From an optimization exercise on the open Yosys and OpenROAD flow, aimed at small area; shortcuts taken in it are not production practice. Only simulation tests tie the RTL to the original design; equivalence was not proved.

// nonuniform_top_v0
module nonuniform_top_v0 #(
    parameter IMAGE_WIDE_LENGTH = 256    ,
    parameter IMAGE_HIGH_LENGTH = 192    ,
    parameter ADDRS_DW          = 21     ,
    parameter DW                = 16
) (
    input                               i_rst_n                 ,
    input                               i_clk                   ,
    input   [DW-1:0]                    i_data                  ,
    input                               i_hs                    ,
    input                               i_vs                    ,
    input   [3:0]                       i_clac_b_mean_num       ,
    input                               i_clac_b_en             ,
    input   [ADDRS_DW-1:0]              i_b_addrs               ,
    output                              o_clac_b_done           ,
    input   [3:0]                       i_data_sel              ,
    input   [ADDRS_DW-1:0]              i_k_addrs               ,
    input                               i_init_k_load           ,
    output                              o_bp_type               ,
    output  [DW-1:0]                    o_data                  ,
    output  [DW-1:0]                    o_calc_b_mean_data      ,
    output  [DW-1:0]                    o_center_y16_data       ,
    output  [DW-1:0]                    o_sub_aver_y16          ,
    output                              o_hs                    ,
    output                              o_vs                    ,
    output                              o_mem_wr_start          ,
    output   [ADDRS_DW-1:0]             o_mem_wr_addrs          ,
    output   [ADDRS_DW-1:0]             o_mem_wr_lengths        ,
    output   [DW-1:0]                   o_mem_wr_data           ,
    output                              o_mem_wr_data_vld       ,
    output                              o_mem_rd0_start         ,
    output   [ADDRS_DW-1:0]             o_mem_rd0_addrs         ,
    output   [ADDRS_DW-1:0]             o_mem_rd0_lengths       ,
    input    [DW-1:0]                   i_mem_rd0_data          ,
    output                              o_mem_rd0_data_req      ,
    output                              o_mem_rd1_start         ,
    output   [ADDRS_DW-1:0]             o_mem_rd1_addrs         ,
    output   [ADDRS_DW-1:0]             o_mem_rd1_lengths       ,
    input    [DW-1:0]                   i_mem_rd1_data          ,
    output                              o_mem_rd1_data_req
);
clock: 10.0 ns
lec_check: 0
abc_area: 1
cap_margin: 20
core_margin: 2
core_utilization: 65
place_density: 0.8
slew_margin: 20
synth_hierarchical: 1
synth_minimum_keep_size: 0
standard.sh (not shown) runs the stock make flow with config.mk's settings and CLKGATE_MAP_FILE= SYNTH_SCRIPT=/design/flow/synth_recipe.tcl, a recipe that flattens the netlist after the stock synthesis.
==> flow/flow/run.sh <==
#!/bin/bash
# Standard ORFS layout (the standard.sh), with the port buffers made from
# the smallest buffer cell and the clock tree built as below.
set -euo pipefail
export BUFFER_PORTS_ARGS="-buffer_cell sky130_fd_sc_hd__buf_1"
export SKIP_REPAIR_TIE_FANOUT=1
export CTS_ARGS="-sink_clustering_enable -repair_clock_nets -dont_use_dummy_load -buf_list {sky130_fd_sc_hd__clkbuf_4} -sink_clustering_size 10 -sink_clustering_max_diameter 40"
bash standard.sh > standard.log 2>&1
Change:
--- a/flow/design.v
+++ b/flow/design.v
@@ -1266,27 +1266,28 @@
 end
 function [15:0] sat16;
     input [17:0] p;
     reg          pos, neg;
     begin
         pos   = !p[17] && (p[16] | p[15]);
         neg   =  p[17] && !(p[16] & p[15]);
         sat16 = {neg | (p[15] & !pos), {15{pos}} | (p[14:0] & {15{!neg}})};
     end
 endfunction
-wire    [DW-1:0]    y16 = sat16(prod);
-reg     [DW-1:0]    pipe [0:9];
+reg     [17:0]      pipe0;
+reg     [DW-1:0]    pipe [1:9];
 reg     [9:0]       bp_pipe;
 integer i;
 always @(posedge i_clk) begin
-    pipe[0] <= (sel == 2'd0) ? y16 : raw_word;
-    for (i = 1; i < 10; i = i + 1)
+    pipe0 <= (sel == 2'd0) ? prod : {{2{raw_word[DW-1]}}, raw_word};
+    pipe[1] <= sat16(pipe0);
+    for (i = 2; i < 10; i = i + 1)
         pipe[i] <= pipe[i-1];
     bp_pipe <= {bp_pipe[8:0], i_mem_rd1_data[DW-1]};
 end
 assign o_data    = pipe[9];
 assign o_bp_type = bp_pipe[9];
 localparam CENTER_NUM = (IMAGE_HIGH_LENGTH / 2 - 1) * IMAGE_WIDE_LENGTH + IMAGE_WIDE_LENGTH / 2 - 1;
 reg     [14:0]  pcnt;
 wire    [14:0]  pcnt_inc;
 wire    [15:0]  pcnt_c;
 assign pcnt_c[0] = 1'b1;
@@ -1296,31 +1297,31 @@
     end
 endgenerate
 always @(posedge i_clk) begin
     if (!i_vs)
         pcnt <= 15'd0;
     else if (i_hs && !(pcnt[14] & pcnt[13]))
         pcnt <= pcnt_inc;
 end
 wire    center_in = pix_vld && (pcnt == CENTER_NUM);
 reg     [3:0]       ccnt;        
-reg     [DW-1:0]    center_y16;
+reg     [17:0]      center_prod;
 reg     [DW-1:0]    center_out;
 always @(posedge i_clk) begin
     if (center_in)
         ccnt <= 4'd10;
     else if (ccnt != 4'd0)
         ccnt <= ccnt - 1'b1;
     if (ccnt == 4'd10)
-        center_y16 <= y16;
+        center_prod <= prod;
     if (ccnt == 4'd1)
-        center_out <= center_y16;
+        center_out <= sat16(center_prod);
 end
 assign o_center_y16_data = center_out;
 reg     [1:0]   calc_en_dly;
 reg             calc_sync;
 reg             calc_done;
 wire            vs_fall = vsd[1] & ~vsd[0];
 wire            vs_rise = ~vsd[1] & vsd[0];
 always @(posedge i_clk or negedge i_rst_n) begin
     if (!i_rst_n) begin
         calc_en_dly <= 2'b00;
Outcome:
- area after synthesis climbs slightly
- fmax climbs slightly
- utilization drops by 0.55 points
- worst hold slack improves by 0.0072 ns
- final area climbs slightly
- count of clock-buffer cells in the layout drops by 1
- cell count climbs by a few percent
- routed wire length climbs by a few percent
- non-clock buffer count drops by 6
- worst setup slack improves by 0.065 ns
- critical path depth drops by 12

## re-timing with driven ports
How much do the figures lean on ideal ports? The routed layouts below were timed once more, with nothing changed but the port constraints. Step 1, drivers: a clkbuf_16 drives i_clk and a buf_2 each remaining input, both assumed. Step 2, shift: input delay + t, output delay - t, t = (earliest + latest rising clock arrival at the registers) / 2. This alone moves slack from input paths to output paths. a / b / c = ideal ports / drivers / drivers and shift; a / b = the first two.
run	shift t [ns]	setup slack, ns	worst register clock-pin slew, ns	worst data-port slew with drivers (ns)
the first run	0.668	0.192 / 0.174 / -0.459	0.10 / 0.10	0.13
the second run	0.680	0.257 / 0.209 / -0.358	0.10 / 0.10	0.19
Met with ideal ports but missed after step 2: setup timing in the first run and the second run. For the first run, which loses most, drivers alone change the setup slack by -0.018 ns; drivers and shift together by -0.651 ns.
